This is an optimization exercise on Yosys and OpenROAD, whose aim is small area, not a production implementation. At most, simulation tests tie the RTL to the original design; equivalence was not proved. Only the layout flow was run in run 2; the RTL was not checked for function there. No activity file was given, so power comes from the tool's default toggle rates.

File: design/flow/design.v
module freq_decoder (
	input[3:0] decoder_in, 
	output reg[0:6] decoder_out
	);
	always@(*)
	begin
		case(decoder_in)
		0:
			decoder_out=7'b0000001;
		1:
			decoder_out=7'b1001111;
		2:
			decoder_out=7'b0010010;
		3:
			decoder_out=7'b0000110;
		4:
			decoder_out=7'b1001100;
		5:
			decoder_out=7'b0100100;
		6:
			decoder_out=7'b0100000;
		7:
			decoder_out=7'b0001111;
		8:
			decoder_out=7'b0000000;
		9:
			decoder_out=7'b0000100;
		default:
			decoder_out=7'b1111111;
		endcase
	end
endmodule
module frecuenciometro (
    input wire clk,
    input wire rst,
    input wire signal_in,
    output wire[0:6] display_unidad, display_decena, display_centena, display_mil, display_dmil, display_cmil
);
    reg [31:0] pulse_count;
    reg [31:0] time_count;
    reg [31:0] frequency;
    reg prev_signal;
	 wire [0:6] AUX_unidad;
     wire [0:6] AUX_decena;
     wire [0:6] AUX_centena;
     wire [0:6] AUX_mil;
     wire [0:6] AUX_dmil;
     wire [0:6] AUX_cmil;
    localparam BASE_TIME = 999_999;
    reg [23:0] freq_bcd;
    always @(posedge clk) begin
        prev_signal <= signal_in;
        if (rst) 
        begin
            pulse_count <= 0;
            time_count <= 0;
            frequency <= 0;
        end 
        else 
        begin
            if (prev_signal == 0 && signal_in == 1)
                pulse_count <= pulse_count + 1;
            if (time_count < BASE_TIME) 
            begin
                time_count <= time_count + 1;
            end 
            else 
            begin
                frequency <= pulse_count;
                pulse_count <= 0;
                time_count <= 0;
            end
        end
    end
    always @(posedge clk) begin
        freq_bcd[3:0]   <= frequency % 10;         
        freq_bcd[7:4]   <= (frequency / 10) % 10;  
        freq_bcd[11:8]  <= (frequency / 100) % 10; 
        freq_bcd[15:12] <= (frequency / 1000) % 10; 
        freq_bcd[19:16] <= (frequency / 10000) % 10; 
        freq_bcd[23:20] <= (frequency / 100000) % 10; 
    end
	freq_decoder decoder_unidades (
		.decoder_in(freq_bcd[3:0]),
		.decoder_out(AUX_unidad)
	);
	freq_decoder decoder_decenas (
		.decoder_in(freq_bcd[7:4]),
		.decoder_out(AUX_decena)
	);
	freq_decoder decoder_centenas (
		.decoder_in(freq_bcd[11:8]),
		.decoder_out(AUX_centena)
	);
	freq_decoder decoder_mil (
		.decoder_in(freq_bcd[15:12]),
		.decoder_out(AUX_mil)
	);
    freq_decoder decoder_dmil (
		.decoder_in(freq_bcd[19:16]),
		.decoder_out(AUX_dmil)
	);
	freq_decoder decoder_cmil (
		.decoder_in(freq_bcd[23:20]),
		.decoder_out(AUX_cmil)
	);
    assign display_unidad = AUX_unidad;
    assign display_decena = AUX_decena;
    assign display_centena = AUX_centena;
    assign display_mil = AUX_mil;
    assign display_dmil = AUX_dmil;
    assign display_cmil = AUX_cmil;
endmodule
File: design/flow/run.sh
#!/bin/bash
# synth_recipe.tcl (not shown) runs the flow's synth.tcl, then flattens the netlist and writes it again
# the make line also repeats each setting of config.mk as NAME=value (left out here)
make -C /OpenROAD-flow-scripts/flow DESIGN_CONFIG=/design/flow/config.mk WORK_HOME=/design/flow/orfs CLKGATE_MAP_FILE= SYNTH_SCRIPT=/design/flow/synth_recipe.tcl finish
File: design/flow/config.mk
export PLATFORM = sky130hd
export DESIGN_NAME = frecuenciometro
export DESIGN_NICKNAME = frecuenciometro
export VERILOG_FILES = /design/flow/design.v
export SDC_FILE = /design/flow/constraint.sdc
export NUM_CORES = 4
export LEC_CHECK = 0
export CAP_MARGIN = 20
export CORE_MARGIN = 2
export CORE_UTILIZATION = 40
export SLEW_MARGIN = 20
File: design/flow/constraint.sdc
create_clock -name core_clock -period 45.0 [get_ports {clk}]
set_input_delay 9.0000 -clock core_clock [delete_from_list [all_inputs] [get_ports {clk}]]
set_output_delay 9.0000 -clock core_clock [all_outputs]
set_load 0.01 [all_outputs]
==> key figures, run 1 <==
Status
  • Status: complete, no violations

Placement
  • Post-DP Area: 55300 µm²
  • Final GP Congestion: 0.984
  • Post-Place Cells: 9338
  • HPWL after DPL: 147000 µm
  • PortBufs: 44

Global route
  • First-pass GRT wire length: 296000 µm
  • Initial antenna violation count: 0
  • Maximum number of pins on one net before global-route repair: 57
  • Vias in the first global route: 54034
  • GRT overflow: 0
  • Total Routing Usage GR: 0.265

Setup path
  • Worst setup path category: reg -> reg
  • Crit-path slowest cell: or4_2
  • CP max stage delay: 0.75 ns
  • CP Launch Type: register
  • CP Data Arrival Time: 43.47 ns
  • Worst setup EP type: register
  • Cell mode on critical path: buf_4
  • CP max FO: 24
  • Worst Path Required: 45.36 ns

STA
  • Maximum clock frequency: 0.0232 GHz
  • Post-route minimum period: 43.11 ns
  • Tightest Pin Transition: 1.08 ns
  • Setup violators final: 0
  • Final worst path period share: 0.958
  • Final Skew: 0.0210 ns
  • Final max-slew violation count: 0
  • Slew headroom: 0.280
  • WHS: 0.469 ns
  • Final hold vios: 0

Clocking
  • Clock latency (worst-skew pair): 0.46 ns
  • Total CTS buffers: 17
  • Maximum clock path buffer count: 2
  • Hold-fix buffers, CTS: 0
  • Reg clk slew, reported paths: 0.08 ns
  • Root Buffer: clkbuf_16
  • Sink Count: 139
  • Htree depth: 4
  • CTS tree: built

Synthesis
  • Ys async rst share: 0
  • Post-synth top area share: 0.0836
  • Most common cell in the netlist: nor2_1
  • Number of distinct library cells after synthesis: 198
  • Main flop type after synthesis: dfxtp_1
  • Synth Register Bits: 139
  • Main area contributors after synthesis: xnor2_1 8.4%, nor2_1 6.1%, dfxtp_1 5.4%
  • Yosys warning count: 2
  • Seq/Total Area, Yosys: 0.0539
  • Syn Std Cell Area: 51700 µm²
  • Mapped Cells: 7550
  • Mean post-synth cell area: 6.84 µm²
  • Number of flops mapped to enable cells by yosys: 0
  • Area leader, netlist: xnor2_1
  • Top cells by instance count after synthesis: 841 x nor2_1, 709 x nand2_1, 519 x a21oi_1

Cells and area
  • Share of post-route cells with drive strength above 1: 0.158
  • Layout fillers: 13127
  • Nets@finish: 7798
  • Final Util: 0.448
  • Fin cells: 9418
  • Design Area, Final: 57300 µm²
  • Register area: 2790 µm²
  • Area grow syn2layout: 10.9%
  • Multi-input gate area: 46500 µm²

Pwr
  • PwrDens: 4.80 nW/µm²
  • Leakage power: 22.6 nW
  • Peak VDD IR: 0.0254 mV

Drt
  • Final antenna-violating net count: 0
  • Via density per instance: 6.40
  • DR iter-0 viols: 5804
  • Drt total wl: 186000 µm
  • Drc violations: 0
  • WL per Instance: 19.8 µm
  • DR pass1 iterations: 6
  • Vias: 60233

Die
  • Initial Utilization: 0.404
  • # IOs: 45
  • Row Count: 131
  • Die width: 363 µm
  • Die Span Y: 363 µm
  • Die area: 132000 µm²
  • Core Footprint: 128000 µm²

Run
  • # Max-Cap Violations: 0

Min path
  • Type of the most critical hold path: reg -> reg
power breakdown:
| group | internal, mW | leakage, nW | switching (mW) |
|---|---|---|---|
| Clock | 0.0787 | 0.284 | 0.0714 |
| Sequential | 0.124 | 1.13 | 0.000152 |
| Combinational | 0.000320 | 21.2 | 0.000816 |
| Total | 0.203 | 22.6 | 0.0724 |
cells by family (layout without fill, tap and decap cells):
family | Yosys count | after routing | share of synthesized area
adders and majority gates | 102 | 102 | 0.0224
DFF | 139 | 139 | 0.0539
other | 1 | 13 | 0.0000726
muxes | 229 | 229 | 0.0463
xor gates and xnor gates | 742 | 742 | 0.130
AOI/OAI and AO/OA | 2441 | 2441 | 0.346
buffers and inverters | 633 | 827 | 0.0678
and+or+nand+nor | 3263 | 3263 | 0.334
layer usage:
metal  wire length [µm]  up-vias  track usage
li1                   -    29053            -
met1              84100    28521        0.366
met2              85900     2360        0.441
met3              11900      299       0.0241
met4               4530        0       0.0651
met5                  0        -            0
layout by cell type (no fill, tap or decap), types with 44 or more instances in the layout:
master and n:
nor2_1 836, nand2_1 709, buf_4 546, a21oi_1 510
xnor2_1 480, o21ai_0 373, nand3_1 295, nor3_1 277
xor2_1 216, inv_1 189, mux2i_1 172, dfxtp_1 134
a31oi_1 121, o211ai_1 115, nand4_1 107, and2_1 101
and3_1 99, nor4_1 92, or3_1 91, a211oi_1 87
o31ai_1 80, nand2b_1 74, o21ai_1 64, a21o_1 64
o21a_1 59, o22ai_1 56, ha_1 53, maj3_1 48
or4_1 48, or2_2 47, o2111ai_1 47, clkdlybuf4s50_1 44
cell type report:
class	instances	share of cell area
Multi-Input combinational cell	6789	0.812
Timing Repair Buffer	593	0.0801
Sequential cell	139	0.0487
Tap cell	1662	0.0363
Inverter	202	0.0133
Clock buffer	18	0.00749
Clock inverter	14	0.00260
Antenna cell	1	0.0000437
critical path: cells and delay by family, from the launching register on:
kind / cells / cell delay, ns
multiplexers: 4 / 1.34
buffers and inverters: 23 / 4.93
flip-flops: 1 / 0.48
adder cells (fa/ha/maj): 1 / 0.23
XOR/XNOR: 6 / 1.40
AO/OA/AOI/OAI: 61 / 16.77
AND/OR/NAND/NOR: 53 / 17.73
final timing paths:
check / start / to / slack (ns) / cells past startpoint
min reg2reg: time_count[0] / time_count[0] / 0.47 / 1
max reg2reg: frequency[25] / display_dmil[5] / 1.89 / 148
min: time_count[0] / time_count[0] / 0.47 / 1
max: frequency[25] / display_dmil[5] / 1.89 / 148
registers in the layout (all words and copies together) (netlist names):
| register | cells |
|---|---|
| display_centena | 7 |
| display_mil | 7 |
| prev_signal | 1 |
| pulse_count | 32 |
| display_dmil | 7 |
| display_cmil | 7 |
| display_unidad | 7 |
| display_decena | 7 |
| frequency | 32 |
| time_count | 32 |
stage by stage:
step / setup slack, ns / power, mW / TNS (ns)
after global routing: -0.204 / 0.284 / -0.347
after global placement: 0.136 / 0.128 / 0
after CTS: 0.0423 / 0.278 / 0
after floorplan: 4.30 / 0.127 / 0
final: 1.89 / 0.275 / 0
after detailed placement: -0.277 / 0.128 / -0.829
what timing repair did:
action / in CTS / in global routing
setup buffers: 1 / 45
pin swaps: 2 / 30
gates resized for setup: 9 / 174
setup endpoints to repair: 5 / 7
==> run 2, diff against run 1 <==
==> design/flow/design.v (replaced) <==
module freq_decoder (
	input [3:0] decoder_in,
	output [0:6] decoder_out
	);
	assign decoder_out[0] = (decoder_in == 4'd1) | (decoder_in == 4'd4);
	assign decoder_out[1] = (decoder_in == 4'd5) | (decoder_in == 4'd6) | (decoder_in == 4'd13) | (decoder_in == 4'd14);
	assign decoder_out[2] = (decoder_in == 4'd2) | (decoder_in == 4'd10);
	assign decoder_out[3] = (decoder_in == 4'd1) | (decoder_in == 4'd4) | (decoder_in == 4'd7) | (decoder_in == 4'd15);
	assign decoder_out[4] = (decoder_in == 4'd1) | (decoder_in == 4'd3) | (decoder_in == 4'd4) | (decoder_in == 4'd5) | (decoder_in == 4'd7) | (decoder_in == 4'd9) | (decoder_in == 4'd11) | (decoder_in == 4'd12) | (decoder_in == 4'd13) | (decoder_in == 4'd15);
	assign decoder_out[5] = (decoder_in == 4'd1) | (decoder_in == 4'd2) | (decoder_in == 4'd3) | (decoder_in == 4'd7) | (decoder_in == 4'd11) | (decoder_in == 4'd15);
	assign decoder_out[6] = (decoder_in == 4'd0) | (decoder_in == 4'd1) | (decoder_in == 4'd7) | (decoder_in == 4'd15);
endmodule
module freq_decoder_top (
	input [2:0] decoder_in,
	output [0:6] decoder_out
	);
	assign decoder_out[0] = (decoder_in == 3'd1) | (decoder_in == 3'd4);
	assign decoder_out[1] = (decoder_in == 3'd5) | (decoder_in == 3'd7);
	assign decoder_out[2] = (decoder_in == 3'd2) | (decoder_in == 3'd6);
	assign decoder_out[3] = (decoder_in == 3'd1) | (decoder_in == 3'd4);
	assign decoder_out[4] = (decoder_in == 3'd1) | (decoder_in == 3'd3) | (decoder_in == 3'd4) | (decoder_in == 3'd5) | (decoder_in == 3'd6) | (decoder_in == 3'd7);
	assign decoder_out[5] = (decoder_in == 3'd1) | (decoder_in == 3'd2) | (decoder_in == 3'd3) | (decoder_in == 3'd6);
	assign decoder_out[6] = (decoder_in == 3'd0) | (decoder_in == 3'd1);
endmodule
module frecuenciometro (
    input wire clk,
    input wire rst,
    input wire signal_in,
    output wire[0:6] display_unidad, display_decena, display_centena, display_mil, display_dmil, display_cmil
);
    localparam [19:0] TEND = 20'hC3AF5;
    reg        prev_signal;
    reg [19:0] timer;
    reg        ld;             
    reg [22:0] cnt;            
    reg [22:0] disp;           
    wire tend = (timer == TEND);
    wire clr  = rst | tend;
    wire inc  = signal_in & ~prev_signal & ~clr;
    wire [22:0] base = (ld | rst) ? 23'd0 : cnt;
    wire c0 = inc;
    wire c1 = c0 & (base[3:0]   == 4'd9);
    wire c2 = c1 & (base[7:4]   == 4'd9);
    wire c3 = c2 & (base[11:8]  == 4'd9);
    wire c4 = c3 & (base[15:12] == 4'd9);
    wire c5 = c4 & (base[19:16] == 4'd9);
    function [3:0] dinc(input [3:0] d, input c);
        dinc = c ? ((d == 4'd9) ? 4'd0 : d + 4'd1) : d;
    endfunction
    always @(posedge clk) begin
        prev_signal <= signal_in;
        timer <= clr ? 20'd0 : {timer[18:0], ~(timer[19] ^ timer[16])};
        ld <= clr;
        if (ld) disp <= cnt;
        cnt[3:0]   <= dinc(base[3:0],   c0);
        cnt[7:4]   <= dinc(base[7:4],   c1);
        cnt[11:8]  <= dinc(base[11:8],  c2);
        cnt[15:12] <= dinc(base[15:12], c3);
        cnt[19:16] <= dinc(base[19:16], c4);
        cnt[22:20] <= c5 ? base[22:20] + 3'd1 : base[22:20];
    end
    freq_decoder decoder_unidades (.decoder_in(disp[3:0]),          .decoder_out(display_unidad));
    freq_decoder decoder_decenas  (.decoder_in(disp[7:4]),          .decoder_out(display_decena));
    freq_decoder decoder_centenas (.decoder_in(disp[11:8]),         .decoder_out(display_centena));
    freq_decoder decoder_mil      (.decoder_in(disp[15:12]),        .decoder_out(display_mil));
    freq_decoder decoder_dmil     (.decoder_in(disp[19:16]),        .decoder_out(display_dmil));
    freq_decoder_top decoder_cmil (.decoder_in(disp[22:20]), .decoder_out(display_cmil));
endmodule
--- a/design/flow/config.mk
+++ b/design/flow/config.mk
@@ -7,2 +7,3 @@
 export LEC_CHECK = 0
+export ABC_AREA = 1
 export CAP_MARGIN = 20
==> run 2 against run 1 <==
Compared with the run above: still clean; register-to-register slack improved by 40 ns; maximum frequency increased to 3.8 times the previous value; critical path depth decreased by 139; count of clock-buffer cells in the layout decreased by 8; power decreased by 53%; final area decreased by 93%; global-route usage decreased by 12 points; sequential share of layout area increased by 36 points.
==> key figures, run 2 <==
Placement
  • PortBufs: 44 (unchanged)
  • Final GP Congestion: 0.817 (-17%)
  • Post-DP Area: 3650 µm² (-93%)
  • Worst slack, placed: 33.34 ns (+33.62 ns)
  • HPWL after DPL: 4080 µm (-97%)

STA
  • Setup TNS: 0 ns (unchanged)
  • Post-route minimum period: 11.28 ns (-31.83 ns)
  • Unrepaired setup endpoints after global routing: false
  • Final max-slew violation count: 0 (unchanged)
  • Final hold vios: 0 (unchanged)
  • Final worst path period share: 0.251 (-0.707)
  • Final worst-path setup slack: 33.72 ns (+31.83 ns)
  • Tightest Pin Transition: 0.887 ns (-0.190 ns)
  • Slew headroom: 0.408 (+0.129)
  • Setup violators final: 0 (unchanged)
  • Maximum clock frequency: 0.0887 GHz (+280%)
  • Final Skew: 0.00612 ns (-0.0149 ns)

Drt
  • Via density per instance: 4.54 (-29%)
  • Final antenna-violating net count: 0 (unchanged)
  • Drt total wl: 5420 µm (-97%)
  • WL per Instance: 9.83 µm (-50%)
  • Drc violations: 0 (unchanged)
  • Vias: 2502 (-96%)
  • DR pass1 iterations: 4 (-2)
  • DR iter-0 viols: 125 (-98%)

Synthesis
  • Number of flops mapped to enable cells by yosys: 23 (+23)
  • Area leader, netlist: dfxtp_1
  • Mean post-synth cell area: 7.91 µm² (+16%)
  • Most common cell in the netlist: nand2_1
  • Syn Std Cell Area: 3120 µm² (-94%)
  • Ys async rst share: 0 (unchanged)
  • Yosys warning count: 1 (-1)
  • Seq/Total Area, Yosys: 0.511 (+0.457)
  • Main flop type after synthesis: dfxtp_1
  • Main area contributors after synthesis: dfxtp_1 29%, edfxtp_1 22%, nand2_1 11%
  • Synth Register Bits: 68 (-51%)
  • Number of distinct library cells after synthesis: 33 (-83%)
  • Post-synth top area share: 0.289 (+0.205)
  • Mapped Cells: 394 (-95%)
  • Top cells by instance count after synthesis: 90 x nand2_1, 80 x nor2_1, 62 x inv_1

Die
  • Die area: 8510 µm² (-94%)
  • Die width: 92.3 µm (-75%)
  • # IOs: 45 (unchanged)
  • Row Count: 32 (-76%)
  • Initial Utilization: 0.408 (+0.00354)
  • Die Span Y: 92.3 µm (-75%)
  • Core Footprint: 7650 µm² (-94%)

Cells and area
  • Nets@finish: 448 (-94%)
  • Ant diodes: 0 (-1)
  • Final Util: 0.506 (+0.0580)
  • Layout fillers: 759 (-94%)
  • Design Area, Final: 3870 µm² (-93%)
  • Commonest non-fill, non-tap cells in the layout: 90 x nand2_1, 80 x nor2_1, 62 x inv_1, 44 x dfxtp_1, 44 x clkdlybuf4s50_1
  • Area grow syn2layout: 24.2%
  • Commonest non-fill, non-tap cell in the layout: nand2_1
  • Regs by FF count: cnt x23, disp x23, timer x20
  • Share of post-route cells with drive strength above 1: 0.0891 (-0.0687)

Clocking
  • Reg clk slew, reported paths: 0.07 ns (about the same)
  • Root Buffer: clkbuf_8
  • Post-CTS setup buffers: 0 (-1)
  • Clock latency (worst-skew pair): 0.34 ns (-0.12 ns)
  • Sink Count: 68 (-51%)
  • Post-CTS resize count: 0 (-9)
  • Total CTS buffers: 9 (-8)
  • CTS tree: built
  • Maximum clock path buffer count: 2 (unchanged)
  • Hold-fix buffers, CTS: 0 (unchanged)
  • Htree depth: 3 (-1)

Pwr
  • Internal power: 0.101 mW (-50%)
  • Seq pwr share: 0.509 (+0.059)
  • Clock power share: 0.410 (-0.136)
  • P_sw: 0.0286 mW (-60%)
  • Peak VDD IR: 0.0239 mV (-5.7%)
  • Power share of the combinational group: 0.080 (+0.076)
  • Switching Share: 0.220 (-0.0430)
  • Leakage power: 1.59 nW (-93%)
  • PwrDens: 33.6 nW/µm² (+600%)

Global route
  • Maximum number of pins on one net before global-route repair: 26 (-54%)
  • Total Routing Usage GR: 0.141 (-0.124)
  • First-pass GRT wire length: 9560 µm (-97%)
  • Vias in the first global route: 2380 (-96%)
  • Initial antenna violation count: 0 (unchanged)
  • GRT overflow: 0 (unchanged)

Status
  • Status: complete, no violations

Setup path
  • CP Launch Type: primary input
  • FF-to-FF path depth: 8 (-95%)
  • Worst setup path category: in -> reg
  • CP max FO: 20 (-17%)
  • Worst Path Required: 45.24 ns (-0.12 ns)
  • CP Data Arrival Time: 11.52 ns (-31.95 ns)
  • Worst setup EP type: register

Run
  • # Max-Cap Violations: 0 (unchanged)

Min path
  • Type of the most critical hold path: reg -> reg
  • Hold path depth: 2 (+1)
==> run 2: worst paths after layout <==
| path | start | endpoint | slack (ns) |
|---|---|---|---|
| worst min-delay path | timer[11] | timer[12] | 0.43 |
| worst min register to register | timer[11] | timer[12] | 0.43 |
| worst max-delay path | rst | cnt[17] | 33.72 |
| worst max register to register | ld | cnt[17] | 42.32 |
==> run 2: logic make-up (layout without fill, tap and decap cells) <==
| family | count (synthesis) | in the layout | synth area share |
|---|---|---|---|
| simple gates | 211 | 211 | 0.309 |
| buf+inv | 71 | 126 | 0.0895 |
| flops | 68 | 68 | 0.511 |
| compound gates | 37 | 37 | 0.0703 |
| xor+xnor | 6 | 6 | 0.0169 |
| fa+ha+maj | 1 | 1 | 0.00401 |
==> run 2: final cells by class <==
| cell class | instances | area, µm² | share of cell area |
|---|---|---|---|
| tap | 102 | 128 | 0.0330 |
| clock buffer | 10 | 128 | 0.0330 |
| clock inverter | 6 | 88.8 | 0.0229 |
| sequential | 68 | 1590 | 0.411 |
| timing repair buffer | 44 | 440 | 0.114 |
| inverter | 66 | 248 | 0.0640 |
| multi-input combinational | 255 | 1250 | 0.322 |
==> run 2: critical path, cell delays in order <==
cell             delay, ns
clkdlybuf4s50_1       0.47
nor2_2                0.72
nand3_1               0.30
nor2_4                0.21
nand4_4               0.19
nor3_4                0.35
nand2_2               0.13
nand2_1               0.09
nand2_1               0.05
==> run 2: per-stage QoR <==
step / cells / hold WS, ns / power [mW]
3_3_place_gp: 535 / 0.414 / 0.0780
5_1_grt: 551 / 0.438 / 0.136
3_5_place_dp: 535 / 0.418 / 0.0782
4_1_cts: 551 / 0.429 / 0.132
6_report: 551 / 0.425 / 0.130
2_1_floorplan: 394 / 0.408 / 0.0726
==> run 2: power groups by stage <==
stage	clock network, mW	registers, mW	logic (mW)
6_report	0.0533	0.0662	0.0105
5_1_grt	0.0576	0.0665	0.0116
4_1_cts	0.0549	0.0662	0.0106
3_5_place_dp	0	0.0676	0.0106
3_3_place_gp	0	0.0675	0.0105
2_1_floorplan	0	0.0672	0.00543
==> run 2: metal layers <==
metal | share of wire | global-route usage
met1 | 0.46 | 0.168
met2 | 0.47 | 0.234
met3 | 0.048 | 0.0435
met4 | 0.020 | 0.0647
met5 | 0 | 0
==> run 3, diff against run 2 <==
--- a/design/flow/design.v
+++ b/design/flow/design.v
@@ -30,3 +30,3 @@
 );
-    localparam [19:0] TEND = 20'hC3AF5;
+    localparam [19:0] TEND = 20'h41653;
     reg        prev_signal;
@@ -51,3 +51,3 @@
         prev_signal <= signal_in;
-        timer <= clr ? 20'd0 : {timer[18:0], ~(timer[19] ^ timer[16])};
+        timer <= ~({timer[18:0], timer[19] ^ timer[16]} | {20{clr}});
         ld <= clr;
==> run 3 against run 2 <==
Compared with the run above: global-route usage down 0.24 points; final area is 2.5% lower; still clean on timing, DRC and antenna; sequential cell count stayed put; clock power shrank 12%; core utilization grew 1.1 points; count of clock-buffer cells in the layout grew 5.
==> key figures, run 3 <==
Cells and area
  • Commonest non-fill, non-tap cells in the layout: 86 x nand2_1, 84 x nor2_1, 45 x dfxtp_1, 44 x clkdlybuf4s50_1, 43 x inv_1
  • Design Area, Final: 3770 µm² (-2.5%)
  • Regs by FF count: cnt x23, disp x23, timer x20
  • Ant diodes: 0 (unchanged)
  • Fin cells: 531 (-3.6%)
  • Commonest non-fill, non-tap cell in the layout: nand2_1
  • Share of post-route cells with drive strength above 1: 0.0833 (-0.00575)
  • Area grow syn2layout: 24.1%
  • Nets@finish: 431 (-3.8%)

Placement
  • HPWL after DPL: 3920 µm (-3.8%)
  • Post-DP Area: 3580 µm² (-1.9%)
  • Post-Place Cells: 515 (-3.7%)
  • Final GP Congestion: 0.784 (-4.1%)
  • Worst slack, placed: 33.58 ns (+0.239 ns)
  • PortBufs: 44 (unchanged)

Die
  • Row Count: 31 (-3.1%)
  • Die Span Y: 91.2 µm (-1.1%)
  • Core Footprint: 7290 µm² (-4.6%)
  • Die area: 8320 µm² (-2.3%)
  • Initial Utilization: 0.417 (+0.00974)
  • Die width: 91.2 µm (-1.1%)
  • # IOs: 45 (unchanged)

STA
  • Final hold vios: 0 (unchanged)
  • Final Skew: 0.00478 ns (-0.00134 ns)
  • Final worst-path setup slack: 33.93 ns (+0.208 ns)
  • Post-route minimum period: 11.07 ns (-0.208 ns)
  • Final max-slew violation count: 0 (unchanged)
  • Setup TNS: 0 ns (unchanged)
  • Final worst path period share: 0.246 (-0.00463)
  • Unrepaired setup endpoints after global routing: false
  • Slew headroom: 0.611 (+0.203)
  • Setup violators final: 0 (unchanged)
  • Maximum clock frequency: 0.0903 GHz (+1.9%)
  • Tightest Pin Transition: 0.583 ns (-0.304 ns)

Clocking
  • Total CTS buffers: 9 (unchanged)
  • Hold-fix buffers, CTS: 0 (unchanged)
  • Htree depth: 3 (unchanged)
  • Sink Count: 68 (unchanged)
  • CTS tree: built
  • Root Buffer: clkbuf_8
  • Clock latency (worst-skew pair): 0.34 ns (about the same)
  • Post-CTS setup buffers: 0 (unchanged)
  • Maximum clock path buffer count: 2 (unchanged)
  • Post-CTS resize count: 0 (unchanged)
  • Reg clk slew, reported paths: 0.07 ns (about the same)

Synthesis
  • Ys async rst share: 0 (unchanged)
  • Number of distinct library cells after synthesis: 33 (unchanged)
  • Number of flops mapped to enable cells by yosys: 23 (unchanged)
  • Top cells by instance count after synthesis: 86 x nand2_1, 84 x nor2_1, 45 x dfxtp_1
  • Post-Synth Adder-Cell Area: 0.00411 (+0.0000974)
  • Area leader, netlist: dfxtp_1
  • XOR/XNOR Fraction of Synth Area: 0.0201 (+0.00329)
  • Most common cell in the netlist: nand2_1
  • Largest family of logic cells by synthesized area: simple AND/OR/NAND/NOR gates
  • Mapped Cells: 376 (-4.6%)
  • Seq/Total Area, Yosys: 0.523 (+0.0124)
  • Mean post-synth cell area: 8.09 µm² (+2.3%)
  • Yosys warning count: 1 (unchanged)
  • Post-synth top area share: 0.296 (+0.00701)
  • Synth Area in Compound Gates: 0.0720 (+0.00170)
  • Main area contributors after synthesis: dfxtp_1 30%, edfxtp_1 23%, nand2_1 11%
  • Mux cell area share after synthesis: 0 (unchanged)
  • Synth Register Bits: 68 (unchanged)
  • Simple-Gate Fraction of Synth Area: 0.315 (+0.00626)
  • Main flop type after synthesis: dfxtp_1
  • Syn Std Cell Area: 3040 µm² (-2.4%)

Drt
  • Met2 wire length: 2480 µm (-2.7%)
  • Drt total wl: 5460 µm (+0.87%)
  • Drc violations: 0 (unchanged)
  • Vias: 2440 (-2.5%)
  • M1 WL: 2610 µm (+4.4%)
  • Met3 WL post-DR: 232 µm (-11%)
  • Via density per instance: 4.60 (+1.2%)
  • Final antenna-violating net count: 0 (unchanged)
  • DR pass1 iterations: 4 (unchanged)
  • WL per Instance: 10.3 µm (+4.7%)
  • DR iter-0 viols: 94 (-25%)
  • Uppermost layer routed: met4

Global route
  • Initial antenna violation count: 0 (unchanged)
  • Vias in the first global route: 2228 (-6.4%)
  • First-pass GRT wire length: 9270 µm (-3.0%)
  • GRT overflow: 0 (unchanged)
  • Total Routing Usage GR: 0.139 (-0.00242)
  • Maximum number of pins on one net before global-route repair: 25 (-3.8%)

Setup path
  • Worst setup EP type: register
  • CP max FO: 22 (+10%)
  • CP Data Arrival Time: 11.31 ns (-0.21 ns)
  • Worst setup path category: in -> reg
  • Worst Path Required: 45.24 ns (about the same)
  • CP Launch Type: primary input

Pwr
  • Peak VDD IR: 0.0227 mV (-5.2%)
  • PwrDens: 33.4 nW/µm² (-0.36%)
  • Leakage power: 1.56 nW (-1.8%)

Status
  • Status: complete, no violations

Min path
  • Type of the most critical hold path: reg -> reg

Run
  • # Max-Cap Violations: 0 (unchanged)
## run 3: cell types whose count changed after synthesis, moves of 2 or more
cell     change
nand3_1      +2
inv_2        -2
or2_2        +2
inv_1       -19
nand2_1      -4
nor2_2       -2
nor2_1       +4
## run 3: kinds of logic (layout without fill, tap and decap cells)
logic type                 Yosys count  after routing
AOI/OAI and AO/OA                   37             37
xor gates and xnor gates             7              7
adders and majority gates            1              1
buffers and inverters               50            106
DFF                                 68             68
and+or+nand+nor                    213            213
## run 3: layer usage
metal / up-vias / track usage
li1: 1304 / -
met1: 1078 / 0.170
met2: 49 / 0.224
met3: 9 / 0.0349
met4: 0 / 0.0745
met5: - / 0
## run 3: cell type report
cell class	count	area, µm²
Multi-Input combinational cell	258	1250
Sequential cell	68	1590
Tap cell	99	124
Inverter	45	169
Clock buffer	15	186
Timing Repair Buffer	45	448
Fill cell	736	3520
Clock inverter	1	5.00
## run 3: worst max-delay path, stage by stage
cell and delay [ns]:
clkdlybuf4s50_1 0.50, nor2_4 0.50, nand3_1 0.25, nor2_4 0.20, nand4_4 0.21, nor3_4 0.38, nand2_2 0.14, nand2_1 0.08
nand2_1 0.05
## run 3: path summary, 6_finish.rpt
path	startpoint	endpoint	slack (ns)	depth (start not counted)
setup / recovery	rst	cnt[19]	33.93	9
hold / removal	timer[1]	timer[2]	0.41	1
setup reg to reg	ld	cnt[17]	42.82	8
hold reg to reg	timer[1]	timer[2]	0.41	1
## run 3: per-stage QoR
stage               hold slack, ns  total power, mW  utilization
detailed placement           0.406           0.0809        0.491
CTS                          0.415            0.128        0.518
floorplan                    0.384           0.0750            -
global route                 0.429            0.132        0.518
global placement             0.399           0.0807        0.491
finish                       0.411            0.126        0.518
## run 3: where the power goes
group	switching, mW	leakage, nW	internal, mW
sequential	0.00157	0.593	0.0659
combinational	0.00600	0.869	0.00594
clock	0.0209	0.0997	0.0260
==> run 4, diff against run 3 <==
==> design/flow/flow/run.sh (new file) <==
#!/bin/bash
# Standard ORFS layout with smaller port buffers and a leaner clock tree.
set -euo pipefail
W=$PWD
export BUFFER_PORTS_ARGS="-buffer_cell sky130_fd_sc_hd__buf_1"
export CTS_ARGS="-sink_clustering_enable -repair_clock_nets -dont_use_dummy_load"
bash standard.sh synth > $W/synth.log 2>&1
bash standard.sh finish > $W/finish.log 2>&1
==> design/flow/standard.sh (new file) <==
#!/bin/bash
# synth_recipe.tcl (not shown) runs the flow's synth.tcl, then flattens the netlist and writes it again
# the make line also repeats each setting of config.mk as NAME=value (left out here)
make -C /OpenROAD-flow-scripts/flow DESIGN_CONFIG=/design/flow/config.mk WORK_HOME=/design/flow/orfs CLKGATE_MAP_FILE= SYNTH_SCRIPT=/design/flow/synth_recipe.tcl "${@:-finish}"
removed: design/flow/run.sh
==> run 4 against run 3 <==
Compared with the run above: still clean; critical path depth unchanged; via count is 0.70% higher; area after synthesis unchanged; wire length fell by 2.7%.
==> key figures, run 4 <==
Placement
  • PortBufs: 44 (unchanged)
  • Final GP Congestion: 0.799 (+1.9%)
  • Worst slack, placed: 33.97 ns (+0.391 ns)
  • Post-Place Cells: 514 (-0.19%)
  • HPWL after DPL: 3790 µm (-3.3%)

Die
  • Die area: 8320 µm² (unchanged)
  • Row Count: 31 (unchanged)
  • # IOs: 45 (unchanged)
  • Die width: 91.2 µm (unchanged)
  • Initial Utilization: 0.417 (unchanged)
  • Core Footprint: 7290 µm² (unchanged)
  • Die Span Y: 91.2 µm (unchanged)

Cells and area
  • Ant diodes: 0 (unchanged)
  • Area grow syn2layout: 12.6%
  • Final Util: 0.470 (-0.0479)
  • Fin cells: 523 (-1.5%)
  • Share of post-route cells with drive strength above 1: 0.0731 (-0.0102)
  • Nets@finish: 430 (-0.23%)
  • Commonest non-fill, non-tap cells in the layout: 86 x nand2_1, 84 x nor2_1, 44 x dfxtp_1, 44 x buf_1, 43 x inv_1
  • Commonest non-fill, non-tap cell in the layout: nand2_1
  • Regs by FF count: cnt x23, disp x23, timer x20

Global route
  • Vias in the first global route: 2164 (-2.9%)
  • Initial antenna violation count: 0 (unchanged)
  • GRT overflow: 0 (unchanged)
  • Total Routing Usage GR: 0.137 (-0.00159)
  • First-pass GRT wire length: 9160 µm (-1.3%)
  • Maximum number of pins on one net before global-route repair: 26 (+4.0%)

Drt
  • M1 WL: 2590 µm (-0.61%)
  • DR iter-0 viols: 119 (+27%)
  • Final antenna-violating net count: 0 (unchanged)
  • Met3 WL post-DR: 253 µm (+9.1%)
  • Uppermost layer routed: met4
  • WL per Instance: 10.2 µm (-1.2%)
  • Drt total wl: 5320 µm (-2.7%)
  • Vias: 2457 (+0.70%)
  • Drc violations: 0 (unchanged)
  • Met2 wire length: 2370 µm (-4.6%)
  • DR pass1 iterations: 4 (unchanged)
  • Via density per instance: 4.70 (+2.2%)

Pwr
  • Power share of the combinational group: 0.074 (-0.021)
  • Leakage power: 1.41 nW (-9.7%)
  • PwrDens: 32.9 nW/µm² (-1.7%)
  • Design Power: 0.113 mW (-11%)
  • Clock power share: 0.322 (-0.049)
  • P_sw: 0.0260 mW (-8.6%)
  • Internal power: 0.0866 mW (-11%)
  • Switching Share: 0.231 (+0.00575)
  • Seq pwr share: 0.604 (+0.070)
  • Peak VDD IR: 0.0200 mV (-12%)

Clocking
  • Post-CTS setup buffers: 0 (unchanged)
  • Total CTS buffers: 9 (unchanged)
  • Clock latency (worst-skew pair): 0.33 ns (about the same)
  • Htree depth: 3 (unchanged)
  • Maximum clock path buffer count: 2 (unchanged)
  • Reg clk slew, reported paths: 0.06 ns (about the same)
  • Sink Count: 68 (unchanged)
  • Hold-fix buffers, CTS: 0 (unchanged)
  • CTS tree: built
  • Root Buffer: clkbuf_8
  • Post-CTS resize count: 0 (unchanged)

Setup path
  • Worst setup EP type: register
  • FF-to-FF path depth: 8 (unchanged)
  • R2R Path End: cnt[19]
  • Worst Path Required: 45.23 ns (about the same)
  • CP Launch Type: primary input
  • Worst setup path category: in -> reg
  • Worst path cell trace: buf_1 -> nor2_4 -> nand3_1 -> nor2_4 -> nand4_4 -> nor3_4 -> nand2_2 -> nand2_1 -> nand2_1
  • R2r setup slk: 42.58 ns (-0.24 ns)
  • CP max FO: 22 (unchanged)
  • Worst r2r src: ld
  • CP Data Arrival Time: 10.89 ns (-0.42 ns)
  • Crit-path slowest cell: nor2_4
  • CP max stage delay: 0.47 ns (-0.03 ns)

Status
  • Status: complete, no violations

STA
  • Tightest Pin Transition: 0.635 ns (+0.0518 ns)
  • Final worst path period share: 0.237 (-0.00914)
  • Final max-slew violation count: 0 (unchanged)
  • Unrepaired setup endpoints after global routing: false
  • Setup violators final: 0 (unchanged)
  • Final hold vios: 0 (unchanged)
  • Setup TNS: 0 ns (unchanged)
  • Slew headroom: 0.577 (-0.0341)
  • Final worst-path setup slack: 34.34 ns (+0.411 ns)
  • Maximum clock frequency: 0.0938 GHz (+3.9%)
  • Post-route minimum period: 10.66 ns (-0.411 ns)
  • Final Skew: 0.00818 ns (+0.00339 ns)

Min path
  • Type of the most critical hold path: reg -> reg
  • Hold_sp: timer[18]
  • WHS Endpoint: timer[19]
  • Hold path depth: 1 (unchanged)

Synthesis
  • Mean post-synth cell area: 8.09 µm² (unchanged)
  • Main flop type after synthesis: dfxtp_1
  • Largest family of logic cells by synthesized area: simple AND/OR/NAND/NOR gates
  • XOR/XNOR Fraction of Synth Area: 0.0201 (unchanged)
  • Area leader, netlist: dfxtp_1
  • Seq/Total Area, Yosys: 0.523 (unchanged)
  • Top cells by instance count after synthesis: 86 x nand2_1, 84 x nor2_1, 45 x dfxtp_1
  • Syn Std Cell Area: 3040 µm² (unchanged)
  • Mapped Cells: 376 (unchanged)
  • Mux cell area share after synthesis: 0 (unchanged)
  • Number of flops mapped to enable cells by yosys: 23 (unchanged)
  • Post-Synth Adder-Cell Area: 0.00411 (unchanged)
  • Synth Area in Compound Gates: 0.0720 (unchanged)
  • Simple-Gate Fraction of Synth Area: 0.315 (unchanged)
  • Yosys warning count: 1 (unchanged)
  • Ys async rst share: 0 (unchanged)
  • Number of distinct library cells after synthesis: 33 (unchanged)
  • Most common cell in the netlist: nand2_1
  • Synth Register Bits: 68 (unchanged)
  • Main area contributors after synthesis: dfxtp_1 30%, edfxtp_1 23%, nand2_1 11%
  • Post-synth top area share: 0.296 (unchanged)

Run
  • # Max-Cap Violations: 0 (unchanged)
## run 4: cell counts after synthesis
No cell type changed its count.
## run 4: kinds of logic after synthesis
group	count (synthesis)
XOR/XNOR	7
adder cells (fa/ha/maj)	1
AND/OR/NAND/NOR	213
buffers and inverters	50
flip-flops	68
AO/OA/AOI/OAI	37
## run 4: worst max path at each step
stage,from,to
final,rst,cnt[19]
after global routing,rst,cnt[19]
after CTS,rst,cnt[19]
after detailed placement,rst,cnt[19]
after global placement,rst,cnt[17]
after floorplan,rst,cnt[18]
## run 4: area by class of cell
type | instances | area (µm²)
clock buffer | 9 | 124
fill | 748 | 3870
inverter | 45 | 169
multi-input combinational | 258 | 1250
sequential | 68 | 1590
tap | 99 | 124
timing repair buffer | 44 | 165
## run 4: metal layers
layer | GRT usage | vias to the layer above
li1 | - | 1294
met1 | 0.170 | 1095
met2 | 0.219 | 58
met3 | 0.0390 | 10
met4 | 0.0682 | 0
met5 | 0 | -
## run 4: worst max-delay path, delay by kind of cell
kind | cells | cell delay, ns
buf+inv | 1 | 0.13
simple gates | 8 | 1.74
## run 4: metrics by stage
step	instance area, µm²	hold WS [ns]
after global placement	3300	0.397
after global routing	3430	0.420
final	3430	0.407
after detailed placement	3300	0.400
after floorplan	3040	0.384
after CTS	3420	0.409
## run 4: power groups by stage
stage | sequential [mW] | clock (mW) | combinational (mW)
final | 0.0680 | 0.0362 | 0.00836
after global routing | 0.0683 | 0.0404 | 0.00953
after CTS | 0.0680 | 0.0378 | 0.00846
after detailed placement | 0.0693 | 0 | 0.00843
after global placement | 0.0692 | 0 | 0.00832
after floorplan | 0.0688 | 0 | 0.00622
==> run 5, diff against run 4 <==
==> design/flow/flow/run.sh (replaced) <==
#!/bin/bash
# Own layout flow: the standard synthesis, then the combinational logic
# between the (unchanged) registers is re-mapped by ABC for area; then the
# standard ORFS layout, with buf_1 port buffers and a leaner clock tree.
# Every tool writes its full output to a log file in this folder.
set -euo pipefail
W=$PWD
F=$W/flow
R=$W/orfs/results/sky130hd/frecuenciometro/base
LIB=$FLOW_HOME/platforms/sky130hd/lib/sky130_fd_sc_hd__tt_025C_1v80.lib
YOSYS=$(command -v yosys || echo "$FLOW_HOME/../tools/install/yosys/bin/yosys")

bash standard.sh synth > "$W/synth.log" 2>&1
cp "$R/1_2_yosys.v" "$W/std_synth.v"

cat > "$W/remap.ys" <<EOS
read_liberty -ignore_miss_func $LIB
read_verilog $W/std_synth.v
hierarchy -top $FLOW_TOP
setattr -mod -set keep_hierarchy 1 sky130_fd_sc_hd__dfxtp_1 sky130_fd_sc_hd__edfxtp_1
flatten
opt_clean
abc -liberty $LIB -dont_use sky130_fd_sc_hd__lpflow_* -dont_use sky130_fd_sc_hd__probe* -script $F/remap.abc
opt_clean -purge
setundef -zero
splitnets
opt_clean -purge
hilomap -singleton -hicell sky130_fd_sc_hd__conb_1 HI -locell sky130_fd_sc_hd__conb_1 LO
insbuf -buf sky130_fd_sc_hd__buf_1 A X
blackbox sky130_fd_sc_hd__dfxtp_1 sky130_fd_sc_hd__edfxtp_1
tee -o $W/remap_stat.txt stat -liberty $LIB
write_verilog -noattr -nohex -nodec $W/remap.v
EOS
"$YOSYS" -s "$W/remap.ys" > "$W/remap.log" 2>&1
cp "$W/remap.v" "$R/1_2_yosys.v"
rm -f "$R/1_synth.odb" "$R/1_synth.sdc"

export BUFFER_PORTS_ARGS="-buffer_cell sky130_fd_sc_hd__buf_1"
export CTS_ARGS="-sink_clustering_enable -repair_clock_nets -dont_use_dummy_load"
bash standard.sh finish > "$W/finish.log" 2>&1
==> design/flow/flow/remap.abc (new file) <==
strash
&get -n
&deepsyn -T 10
&put
&get -n
&dch -f
&nf -R 1000
&put
==> run 5 against run 4 <==
Compared with the run above: still clean; wire length shrank 22%; clock skew grew 0.0027 ns; clock power is essentially flat; sequential power grew 0.9%; die area shrank 15%; worst setup slack lost 2.1 ns; register-to-register slack lost 1.9 ns; hold slack lost 0.0061 ns; count of clock-buffer cells in the layout is the same; global-route usage shrank 1.1 points; critical endpoint is now cnt[22]; largest power group unchanged; highest routed layer unchanged.
==> key figures, run 5 <==
Clocking
  • Post-CTS resize count: 0 (unchanged)
  • Total CTS buffers: 9 (unchanged)
  • Sink Count: 68 (unchanged)
  • Post-CTS setup buffers: 0 (unchanged)
  • Maximum clock path buffer count: 2 (unchanged)
  • Hold-fix buffers, CTS: 0 (unchanged)
  • CTS tree: built
  • Reg clk slew, reported paths: 0.06 ns (about the same)
  • Htree depth: 3 (unchanged)
  • Root Buffer: clkbuf_8
  • Clock latency (worst-skew pair): 0.33 ns (about the same)

Setup path
  • Worst path cell trace: buf_1 -> a41o_1 -> nor3b_1 -> nand3_1 -> nor3b_1 -> nand2_1 -> nor3_1 -> nand2_1 -> nor3_1 -> and2_0 -> nor2b_1 -> and3_1 -> nor2b_1 -> and4_1 -> nand2_1 -> xor2_1
  • Crit-path slowest cell: nor3b_1
  • Worst Path Required: 45.22 ns (about the same)
  • CP top delay family: simple AND/OR/NAND/NOR gates
  • R2r setup slk: 40.70 ns (-1.88 ns)
  • CP max stage delay: 0.50 ns (+0.03 ns)
  • CP Data Arrival Time: 12.96 ns (+2.07 ns)
  • WP depth: 16 (+7)
  • CP Launch Type: primary input
  • CP max FO: 20 (-9.1%)
  • Worst setup EP type: register
  • Cell mode on critical path: nand2_1
  • Worst setup path category: in -> reg
  • FF-to-FF path depth: 16 (+8)
  • Crit path buffers/inverters: 1 (unchanged)
  • Worst r2r src: timer[9]
  • R2R Path End: cnt[22]

Cells and area
  • Final Util: 0.471 (+0.00160)
  • Regs by FF count: cnt x23, disp x23, timer x20
  • Fin cells: 379 (-28%)
  • Share of post-route cells with drive strength above 1: 0.0331 (-0.0400)
  • Layout fillers: 594 (-21%)
  • Nets@finish: 307 (-29%)
  • Ant diodes: 0 (unchanged)
  • Commonest non-fill, non-tap cells in the layout: 50 x nor2_1, 44 x dfxtp_1, 44 x buf_1, 23 x edfxtp_1, 17 x o21ai_0
  • Design Area, Final: 2960 µm² (-14%)
  • Area grow syn2layout: 14.9%
  • Commonest non-fill, non-tap cell in the layout: nor2_1

STA
  • Setup violators final: 0 (unchanged)
  • Final worst path period share: 0.283 (+0.0464)
  • Post-route minimum period: 12.74 ns (+2.09 ns)
  • Final hold vios: 0 (unchanged)
  • Maximum clock frequency: 0.0785 GHz (-16%)
  • Slew headroom: 0.388 (-0.189)
  • Final Skew: 0.0109 ns (+0.00274 ns)
  • WHS: 0.401 ns (-0.00605 ns)
  • Tightest Pin Transition: 0.915 ns (+0.280 ns)
  • Final max-slew violation count: 0 (unchanged)
  • Unrepaired setup endpoints after global routing: false
  • Setup TNS: 0 ns (unchanged)
  • Final worst-path setup slack: 32.26 ns (-2.09 ns)

Synthesis
  • Yosys warning count: 1 (unchanged)
  • Mean post-synth cell area: 10.3 µm² (+27%)
  • Mapped Cells: 250 (-34%)
  • Syn Std Cell Area: 2580 µm² (-15%)

Global route
  • Initial antenna violation count: 0 (unchanged)
  • Vias in the first global route: 1610 (-26%)
  • First-pass GRT wire length: 7130 µm (-22%)
  • Maximum number of pins on one net before global-route repair: 29 (+12%)
  • Total Routing Usage GR: 0.126 (-0.0112)
  • GRT overflow: 0 (unchanged)

Die
  • Die area: 7100 µm² (-15%)
  • Core Footprint: 6280 µm² (-14%)
  • Die Span Y: 84.3 µm (-7.6%)
  • Die width: 84.3 µm (-7.6%)
  • # IOs: 45 (unchanged)
  • Initial Utilization: 0.410 (-0.00689)
  • Row Count: 29 (-6.5%)

Drt
  • Vias: 1868 (-24%)
  • Drc violations: 0 (unchanged)
  • Drt total wl: 4140 µm (-22%)
  • Via density per instance: 4.93 (+4.9%)
  • Final antenna-violating net count: 0 (unchanged)
  • DR iter-0 viols: 90 (-24%)
  • WL per Instance: 10.9 µm (+7.3%)
  • DR pass1 iterations: 4 (unchanged)

Pwr
  • Design Power: 0.112 mW (-0.57%)
  • Peak VDD IR: 0.0241 mV (+20%)
  • Internal power: 0.0869 mW (+0.32%)
  • PwrDens: 37.8 nW/µm² (+15%)
  • Switching Share: 0.224 (-0.00685)
  • Seq pwr share: 0.613 (+0.009)
  • Leakage power: 1.06 nW (-25%)
  • P_sw: 0.0251 mW (-3.5%)
  • Power share of the combinational group: 0.066 (-0.008)
  • Clock power share: 0.321 (about the same)

Placement
  • PortBufs: 44 (unchanged)
  • HPWL after DPL: 2940 µm (-22%)
  • Final GP Congestion: 0.748 (-6.4%)
  • Post-DP Area: 2830 µm² (-14%)
  • Worst slack, placed: 31.91 ns (-2.06 ns)
  • Post-Place Cells: 370 (-28%)

Min path
  • Hold path depth: 1 (unchanged)
  • Type of the most critical hold path: reg -> reg
  • WHS Endpoint: timer[16]
  • Hold_sp: timer[15]

Status
  • Status: complete, no violations

Run
  • # Max-Cap Violations: 0 (unchanged)
-- run 5: cell count changes in the layout (fill, tap and decap cells not counted), sizes merged, moves of 10 or more --
cell   previous run  this run
inv              45         0
nand2            93        10
nor2             89        50
nor2b             0        10
-- run 5: worst max path at each step --
stage	from	end
after floorplan	rst	cnt[22]
after global placement	rst	cnt[22]
after detailed placement	rst	cnt[22]
after CTS	rst	cnt[22]
after global routing	rst	cnt[21]
final	rst	cnt[22]
-- run 5: area by class of cell --
cell class	count	area (µm²)	area share
clock buffers	9	124	0.0419
inverters	7	26.3	0.00888
multi-input cells	174	955	0.323
flip-flops and latches	68	1590	0.538
well taps	77	96.3	0.0326
repair buffers	44	165	0.0558
-- run 5: routing by layer --
layer  GRT usage  wire length [µm]  vias up  share of wire
met5           0                 0        -              0
met2       0.184              1810       51           0.44
met3      0.0383               253        9          0.061
met4      0.0704                84        0          0.020
li1            -                 -      991              -
met1       0.166              1990      817           0.48
-- run 5: worst reg2reg max path, cell delays in order, from the launching register on --
cell and delay [ns]:
dfxtp_1 0.31, nor4b_1 0.14, a41o_1 0.45, nor3b_1 0.50
nand3_1 0.21, nor3b_1 0.40, nand2_1 0.12, nor3_1 0.24
nand2_1 0.11, nor3_1 0.19, and2_0 0.29, nor2b_1 0.22
and3_1 0.29, nor2b_1 0.23, and4_1 0.27, nand2_1 0.08
xor2_1 0.14
-- run 5: power groups by stage --
stage	Clock (mW)	Combinational [mW]	Sequential, mW
floorplan	0	0.00527	0.0693
global placement	0	0.00741	0.0699
detailed placement	0	0.00752	0.0699
CTS	0.0371	0.00754	0.0686
global route	0.0396	0.00841	0.0691
finish	0.0359	0.00742	0.0686
==> run 6, diff against run 5 <==
==> design/flow/design.v (replaced) <==
module freq_decoder #(
	parameter W = 4,
	parameter [111:0] TT = 112'h0
	) (
	input [3:0] decoder_in,
	output [0:6] decoder_out
	);
	genvar s;
	generate
		for (s = 0; s < 7; s = s + 1) begin : seg
			wire [15:0] t = TT[(6 - s) * 16 +: 16];
			assign decoder_out[s] = t[decoder_in];
		end
	endgenerate
endmodule
module frecuenciometro (
    input wire clk,
    input wire rst,
    input wire signal_in,
    output wire[0:6] display_unidad, display_decena, display_centena, display_mil, display_dmil, display_cmil
);
    localparam [19:0] TEND = 20'h41653;
    localparam [3:0] C0 = 4'd12, C1 = 4'd9;
    localparam [2:0] T0 = 3'd0;
    localparam [15:0] NX0 = 16'h7777, NX1 = 16'hec00, NX2 = 16'ha0af, NX3 = 16'hf8f8;
    localparam [15:0] L9 = 16'h00cc;
    localparam [7:0] TX0 = 8'h76, TX1 = 8'hee, TX2 = 8'h33;
    reg        prev_signal;
    reg [19:0] timer;
    reg        ld;             
    reg [22:0] cnt;            
    reg [22:0] disp;           
    wire tend = (timer == TEND);
    wire clr  = rst | tend;
    wire inc  = signal_in & ~prev_signal & ~clr;
    wire cc   = ld | rst;      
    function [3:0] nxt(input [3:0] q);
        nxt = {NX3[q], NX2[q], NX1[q], NX0[q]};
    endfunction
    function [2:0] nxt_top(input [2:0] q);
        nxt_top = {TX2[q], TX1[q], TX0[q]};
    endfunction
    wire [5:0] en;             
    assign en[0] = inc;
    assign en[1] = en[0] & L9[cnt[3:0]];
    assign en[2] = en[1] & L9[cnt[7:4]];
    assign en[3] = en[2] & L9[cnt[11:8]];
    assign en[4] = en[3] & L9[cnt[15:12]];
    assign en[5] = en[4] & L9[cnt[19:16]];
    always @(posedge clk) begin
        prev_signal <= signal_in;
        timer <= ~({timer[18:0], timer[19] ^ timer[16]} | {20{clr}});
        ld <= clr;
        if (ld) disp <= cnt;
        cnt[3:0]   <= cc ? (inc ? C1 : C0) : (inc ? nxt(cnt[3:0]) : cnt[3:0]);
        cnt[7:4]   <= cc ? C0 : (en[1] ? nxt(cnt[7:4])   : cnt[7:4]);
        cnt[11:8]  <= cc ? C0 : (en[2] ? nxt(cnt[11:8])  : cnt[11:8]);
        cnt[15:12] <= cc ? C0 : (en[3] ? nxt(cnt[15:12]) : cnt[15:12]);
        cnt[19:16] <= cc ? C0 : (en[4] ? nxt(cnt[19:16]) : cnt[19:16]);
        cnt[22:20] <= cc ? T0 : (en[5] ? nxt_top(cnt[22:20]) : cnt[22:20]);
    end
    freq_decoder #(.W(4), .TT({16'h2200, 16'hc000, 16'h0003, 16'h2a00, 16'haaa8, 16'h0a33, 16'h1b11})) decoder_unidades (.decoder_in(disp[3:0]),   .decoder_out(display_unidad));
    freq_decoder #(.W(4), .TT({16'h2200, 16'hc000, 16'h0003, 16'h2a00, 16'haaa8, 16'h0a33, 16'h1b11})) decoder_decenas  (.decoder_in(disp[7:4]),   .decoder_out(display_decena));
    freq_decoder #(.W(4), .TT({16'h2200, 16'hc000, 16'h0003, 16'h2a00, 16'haaa8, 16'h0a33, 16'h1b11})) decoder_centenas (.decoder_in(disp[11:8]),  .decoder_out(display_centena));
    freq_decoder #(.W(4), .TT({16'h2200, 16'hc000, 16'h0003, 16'h2a00, 16'haaa8, 16'h0a33, 16'h1b11})) decoder_mil      (.decoder_in(disp[15:12]), .decoder_out(display_mil));
    freq_decoder #(.W(4), .TT({16'h2200, 16'hc000, 16'h0003, 16'h2a00, 16'haaa8, 16'h0a33, 16'h1b11})) decoder_dmil     (.decoder_in(disp[19:16]), .decoder_out(display_dmil));
    freq_decoder #(.W(3), .TT({16'h5454, 16'h0a0a, 16'h2222, 16'h5454, 16'hdcdc, 16'hf0f0, 16'h1111})) decoder_cmil (.decoder_in({1'b0, disp[22:20]}), .decoder_out(display_cmil));
endmodule
--- a/design/flow/flow/run.sh
+++ b/design/flow/flow/run.sh
@@ -38,3 +38,3 @@
 export BUFFER_PORTS_ARGS="-buffer_cell sky130_fd_sc_hd__buf_1"
-export CTS_ARGS="-sink_clustering_enable -repair_clock_nets -dont_use_dummy_load"
+export CTS_ARGS="-sink_clustering_enable -repair_clock_nets -dont_use_dummy_load -buf_list sky130_fd_sc_hd__clkbuf_4"
 bash standard.sh finish > "$W/finish.log" 2>&1
==> run 6 against run 5 <==
Compared with the run above: non-clock buffer count is the same; hold slack lost 0.014 ns; sequential share of layout area grew 6.4 points; global-route usage shrank 0.064 points; wire length shrank 7.0%; largest cell class unchanged; highest routed layer unchanged; critical path type unchanged; clock skew grew 0.022 ns; worst setup slack gained 0.84 ns; register-to-register slack gained 0.64 ns; largest power group unchanged; power shrank 11%.
==> key figures, run 6 <==
Min path
  • Hold path depth: 1 (unchanged)
  • Hold_sp: timer[10]
  • Type of the most critical hold path: reg -> reg

Clocking
  • Clock latency (worst-skew pair): 0.40 ns (+0.07 ns)
  • Htree depth: 3 (unchanged)
  • Hold-fix buffers, CTS: 0 (unchanged)
  • Post-CTS resize count: 0 (unchanged)
  • Root Buffer: clkbuf_4
  • Reg clk slew, reported paths: 0.11 ns (+0.05 ns)
  • Sink Count: 68 (unchanged)
  • Total CTS buffers: 9 (unchanged)
  • Maximum clock path buffer count: 2 (unchanged)
  • CTS tree: built
  • Post-CTS setup buffers: 0 (unchanged)

Global route
  • Vias in the first global route: 1403 (-13%)
  • Initial antenna violation count: 0 (unchanged)
  • Total Routing Usage GR: 0.125 (-0.000638)
  • GRT overflow: 0 (unchanged)
  • First-pass GRT wire length: 6070 µm (-15%)
  • Maximum number of pins on one net before global-route repair: 28 (-3.4%)

Drt
  • Final antenna-violating net count: 0 (unchanged)
  • Drt total wl: 3850 µm (-7.0%)
  • WL per Instance: 11.3 µm (+4.0%)
  • Vias: 1716 (-8.1%)
  • Drc violations: 0 (unchanged)
  • DR iter-0 viols: 114 (+27%)
  • Via density per instance: 5.06 (+2.7%)
  • DR pass1 iterations: 5 (+1)

Pwr
  • Leakage power: 0.944 nW (-11%)
  • PwrDens: 36.9 nW/µm² (-2.4%)
  • Power share of the combinational group: 0.054 (-0.012)
  • Switching Share: 0.222 (-0.00175)
  • Seq pwr share: 0.684 (+0.071)
  • Peak VDD IR: 0.0238 mV (-1.1%)
  • Clock power share: 0.262 (-0.059)
  • P_sw: 0.0222 mW (-11%)
  • Internal power: 0.0778 mW (-10%)

STA
  • Final worst path period share: 0.265 (-0.0187)
  • Final Skew: 0.0334 ns (+0.0225 ns)
  • Post-route minimum period: 11.90 ns (-0.841 ns)
  • Setup TNS: 0 ns (unchanged)
  • Tightest Pin Transition: 0.733 ns (-0.182 ns)
  • Setup violators final: 0 (unchanged)
  • Final hold vios: 0 (unchanged)
  • Slew headroom: 0.511 (+0.124)
  • Maximum clock frequency: 0.0840 GHz (+7.1%)
  • Final max-slew violation count: 0 (unchanged)
  • Unrepaired setup endpoints after global routing: false

Die
  • Die Span Y: 81.3 µm (-3.5%)
  • Initial Utilization: 0.408 (-0.00194)
  • Core Footprint: 5850 µm² (-6.8%)
  • Die width: 81.3 µm (-3.5%)
  • Row Count: 28 (-3.4%)
  • Die area: 6610 µm² (-6.9%)
  • # IOs: 45 (unchanged)

Placement
  • HPWL after DPL: 2650 µm (-9.7%)
  • Post-Place Cells: 330 (-11%)
  • Final GP Congestion: 0.720 (-3.7%)
  • PortBufs: 44 (unchanged)

Synthesis
  • Mean post-synth cell area: 11.2 µm² (+8.9%)
  • Mapped Cells: 213 (-15%)
  • Yosys warning count: 1 (unchanged)
  • Syn Std Cell Area: 2390 µm² (-7.2%)

Setup path
  • Worst setup EP type: register
  • CP Data Arrival Time: 12.22 ns (-0.74 ns)
  • FF-to-FF path depth: 15 (-1)
  • CP max stage delay: 0.47 ns (-0.03 ns)
  • Worst Path Required: 45.31 ns (+0.09 ns)
  • Worst setup path category: in -> reg
  • Critical Path Start: rst
  • Worst r2r src: timer[15]
  • Worst path cell trace: buf_1 -> a41o_1 -> nor3b_1 -> and3b_1 -> and2_0 -> nand2_1 -> nor2_1 -> nand2_1 -> nor2_1 -> nand2_1 -> nor2_1 -> and2_0 -> a21oi_1 -> a311oi_1
  • Crit-path slowest cell: nor3b_1
  • CP Launch Type: primary input
  • CP max FO: 20 (unchanged)

Cells and area
  • Fin cells: 339 (-11%)
  • Ant diodes: 0 (unchanged)
  • Share of post-route cells with drive strength above 1: 0.0379 (+0.00477)
  • Layout fillers: 574 (-3.4%)
  • Commonest non-fill, non-tap cell in the layout: buf_1
  • Regs by FF count: cnt x23, disp x23, timer x20
  • Nets@finish: 269 (-12%)
  • Commonest non-fill, non-tap cells in the layout: 44 x buf_1, 40 x dfxtp_1, 36 x nor2_1, 27 x edfxtp_1, 20 x nand2_1
  • Area grow syn2layout: 13.4%

Run
  • # Max-Cap Violations: 0 (unchanged)

Status
  • Status: complete, no violations
-- run 6: final cells by class --
| class | count | area [µm²] | area share |
|---|---|---|---|
| multi-input cells | 142 | 747 | 0.276 |
| clock buffers | 9 | 67.6 | 0.0249 |
| flip-flops and latches | 68 | 1630 | 0.602 |
| well taps | 75 | 93.8 | 0.0346 |
| repair buffers | 44 | 165 | 0.0609 |
| inverters | 1 | 3.75 | 0.00139 |
-- run 6: final timing paths --
kind              slack (ns)        end
setup / recovery       33.10    cnt[20]
hold / removal          0.39  timer[11]
setup reg to reg       41.34    cnt[20]
hold reg to reg         0.39  timer[11]
-- run 6: power groups by stage --
stage | Clock (mW) | Combinational (mW) | Sequential [mW]
after floorplan | 0 | 0.00382 | 0.0693
after global placement | 0 | 0.00542 | 0.0699
after detailed placement | 0 | 0.00551 | 0.0699
after CTS | 0.0272 | 0.00551 | 0.0685
after global routing | 0.0293 | 0.00622 | 0.0689
final | 0.0262 | 0.00540 | 0.0685
-- run 6: critical path: cells and delay by family --
| family | cells | cell delay [ns] |
|---|---|---|
| compound gates | 3 | 0.76 |
| buf+inv | 1 | 0.13 |
| simple gates | 10 | 2.33 |
-- run 6: per-layer routing --
metal | global-route usage | vias to the layer above | share of wire
met1 | 0.155 | 766 | 0.48
met5 | 0 | - | 0
met2 | 0.185 | 56 | 0.44
met4 | 0.0966 | 0 | 0.023
li1 | - | 886 | -
met3 | 0.0333 | 8 | 0.058
-- run 6: per-stage QoR --
step	worst slack [ns]	power, mW	cell area [µm²]	hold WS [ns]	utilization
final	33.10	0.100	2710	0.386	0.463
after global routing	32.66	0.104	2710	0.413	0.463
after CTS	33.11	0.101	2710	0.398	0.463
after detailed placement	32.69	0.0754	2640	0.402	0.451
after global placement	32.90	0.0753	2640	0.397	0.451
after floorplan	33.36	0.0732	2390	0.383	-
==> run 7, diff against run 6 <==
--- a/design/flow/design.v
+++ b/design/flow/design.v
@@ -26,3 +26,3 @@
     localparam [15:0] L9 = 16'h00cc;
-    localparam [7:0] TX0 = 8'h76, TX1 = 8'hee, TX2 = 8'h33;
+    localparam [7:0] TX0 = 8'h0f, TX1 = 8'h3e, TX2 = 8'hfc;
     reg        prev_signal;
@@ -66,3 +66,3 @@
     freq_decoder #(.W(4), .TT({16'h2200, 16'hc000, 16'h0003, 16'h2a00, 16'haaa8, 16'h0a33, 16'h1b11})) decoder_dmil     (.decoder_in(disp[19:16]), .decoder_out(display_dmil));
-    freq_decoder #(.W(3), .TT({16'h5454, 16'h0a0a, 16'h2222, 16'h5454, 16'hdcdc, 16'hf0f0, 16'h1111})) decoder_cmil (.decoder_in({1'b0, disp[22:20]}), .decoder_out(display_cmil));
+    freq_decoder #(.W(3), .TT({16'h3232, 16'h4444, 16'h0c0c, 16'h3232, 16'hf2f2, 16'haaaa, 16'h0303})) decoder_cmil (.decoder_in({1'b0, disp[22:20]}), .decoder_out(display_cmil));
 endmodule
==> run 7 against run 6 <==
Compared with the run above: core utilization grew 0.19 points; clock power is essentially flat; maximum frequency grew 1.3%; die area grew 0.44%; global-route usage shrank 0.17 points; worst setup slack gained 0.15 ns; via count shrank 1.2%; hold slack gained 0.019 ns; wire length shrank 1.4%; sequential power is essentially flat; sequential cell count is the same; final area grew 0.42%; highest routed layer unchanged.
==> key figures, run 7 <==
Setup path
  • CP Launch Type: primary input
  • Worst Path Required: 45.33 ns (+0.02 ns)
  • Worst setup EP type: register
  • Worst setup path category: in -> reg
  • CP Data Arrival Time: 12.08 ns (-0.14 ns)
  • FF-to-FF path depth: 14 (-1)
  • CP max FO: 20 (unchanged)

Clocking
  • Total CTS buffers: 9 (unchanged)
  • CTS tree: built
  • Post-CTS setup buffers: 0 (unchanged)
  • Hold-fix buffers, CTS: 0 (unchanged)
  • Post-CTS resize count: 0 (unchanged)
  • Root Buffer: clkbuf_4
  • Htree depth: 3 (unchanged)
  • Reg clk slew, reported paths: 0.08 ns (-0.03 ns)
  • Clock latency (worst-skew pair): 0.40 ns (about the same)
  • Maximum clock path buffer count: 2 (unchanged)
  • Sink Count: 68 (unchanged)

Cells and area
  • Area grow syn2layout: 13.3% (about the same)
  • Final Util: 0.465 (+0.00193)
  • Share of post-route cells with drive strength above 1: 0.0376 (-0.000285)
  • Commonest non-fill, non-tap cell in the layout: buf_1
  • Nets@finish: 271 (+0.74%)
  • Ant diodes: 0 (unchanged)
  • Commonest non-fill, non-tap cells in the layout: 44 x buf_1, 42 x nor2_1, 40 x dfxtp_1, 27 x edfxtp_1, 19 x nand2_1
  • Regs by FF count: cnt x23, disp x23, timer x20

Global route
  • First-pass GRT wire length: 5940 µm (-2.1%)
  • Initial antenna violation count: 0 (unchanged)
  • Maximum number of pins on one net before global-route repair: 28 (unchanged)
  • Total Routing Usage GR: 0.124 (-0.00168)
  • GRT overflow: 0 (unchanged)
  • Vias in the first global route: 1381 (-1.6%)

Die
  • Core Footprint: 5850 µm² (unchanged)
  • Initial Utilization: 0.410 (+0.00192)
  • Die Span Y: 81.5 µm (+0.22%)
  • # IOs: 45 (unchanged)
  • Die width: 81.5 µm (+0.22%)
  • Die area: 6640 µm² (+0.44%)
  • Row Count: 28 (unchanged)

Placement
  • PortBufs: 44 (unchanged)
  • HPWL after DPL: 2730 µm (+2.9%)
  • Final GP Congestion: 0.750 (+4.2%)

Synthesis
  • Syn Std Cell Area: 2400 µm² (+0.47%)
  • Mean post-synth cell area: 11.2 µm² (-0.46%)
  • Yosys warning count: 1 (unchanged)
  • Mapped Cells: 215 (+0.94%)

Drt
  • DR pass1 iterations: 4 (-1)
  • WL per Instance: 11.1 µm (-2.0%)
  • Drt total wl: 3790 µm (-1.4%)
  • Drc violations: 0 (unchanged)
  • DR iter-0 viols: 65 (-43%)
  • Final antenna-violating net count: 0 (unchanged)
  • Via density per instance: 4.97 (-1.8%)
  • Vias: 1695 (-1.2%)

STA
  • Final max-slew violation count: 0 (unchanged)
  • Final Skew: 0.0165 ns (-0.0169 ns)
  • Final hold vios: 0 (unchanged)
  • Slew headroom: 0.506 (-0.00495)
  • Setup violators final: 0 (unchanged)
  • Tightest Pin Transition: 0.738 ns (+0.00470 ns)
  • Setup TNS: 0 ns (unchanged)
  • Final worst path period share: 0.261 (-0.00338)
  • Unrepaired setup endpoints after global routing: false
  • Maximum clock frequency: 0.0851 GHz (+1.3%)
  • Post-route minimum period: 11.75 ns (-0.152 ns)

Pwr
  • Peak VDD IR: 0.0210 mV (-12%)
  • PwrDens: 36.6 nW/µm² (-0.87%)
  • Leakage power: 0.940 nW (-0.41%)

Status
  • Status: complete, no violations

Min path
  • Hold path depth: 1 (unchanged)
  • Type of the most critical hold path: reg -> reg

Run
  • # Max-Cap Violations: 0 (unchanged)
run 7: cell type report:
type,count,area [µm²]
Sequential cell,68,1630
Tap cell,75,93.8
Multi-Input combinational cell,143,754
Inverter,2,7.51
Timing Repair Buffer,44,165
Clock buffer,9,67.6
Fill cell,547,3130
run 7: worst max-delay path, cell delays in order:
cell      delay [ns]
buf_1           0.13
a41o_1          0.43
nor3b_1         0.44
nand3b_1        0.17
nor2_1          0.27
nand2_1         0.15
or3_1           0.37
nor2_1          0.12
nand2_1         0.10
nor3b_1         0.46
o21a_1          0.19
o21ai_0         0.07
a31oi_1         0.17
run 7: metrics by stage:
step / power (mW) / hold slack (ns) / cells / cell area [µm²] / setup slack [ns]
floorplan: 0.0731 / 0.383 / 215 / 2400 / 33.42
global placement: 0.0752 / 0.392 / 332 / 2650 / 32.92
detailed placement: 0.0753 / 0.396 / 332 / 2650 / 32.82
CTS: 0.102 / 0.402 / 341 / 2720 / 33.24
global route: 0.105 / 0.426 / 341 / 2720 / 32.83
finish: 0.0996 / 0.405 / 341 / 2720 / 33.25
run 7: path summary, 6_finish.rpt:
path / from / end / slack (ns)
worst max-delay path: rst / cnt[21] / 33.25
worst min-delay path: timer[12] / timer[13] / 0.41
worst max register to register: timer[7] / cnt[21] / 41.53
worst min register to register: timer[12] / timer[13] / 0.41
run 7: power breakdown:
part	internal (mW)	leakage, nW	switching [mW]
sequential	0.0664	0.577	0.00200
clock	0.00927	0.0414	0.0167
combinational	0.00211	0.322	0.00322
run 7: layer usage:
layer  vias to the layer above  track usage  wire [µm]
met1                       756        0.146       1770
met5                         -            0          0
met4                         0       0.0610         62
li1                        890            -          -
met2                        41        0.189       1730
met3                         8       0.0593        229

## what the ideal ports hide
The flow's constraints put no driver on any port. The routed layouts listed below were extracted and timed again, unchanged, in two steps. Step 1: set_driving_cell puts a clkbuf_16 on clk and a buf_2 on each other input, an assumption about the parent block. Step 2 also shifts input and output timing later by t, the mid clock arrival at the registers, as if the neighbouring blocks saw the same clock. Three values: no drivers, after step 1, after step 2; two values: the first two.
run | t, ns | setup slack, ns
run 1 | 0.514 | 1.893 / 1.893 / 1.893
run 2 | 0.363 | 33.722 / 33.723 / 33.360
run 3 | 0.369 | 33.931 / 33.934 / 33.564
run 4 | 0.358 | 34.342 / 34.341 / 33.983
run 5 | 0.350 | 32.256 / 32.261 / 31.911
run 6 | 0.402 | 33.097 / 33.101 / 32.699
run 7 | 0.411 | 33.249 / 33.253 / 32.842
After both steps every run listed still meets setup and hold.
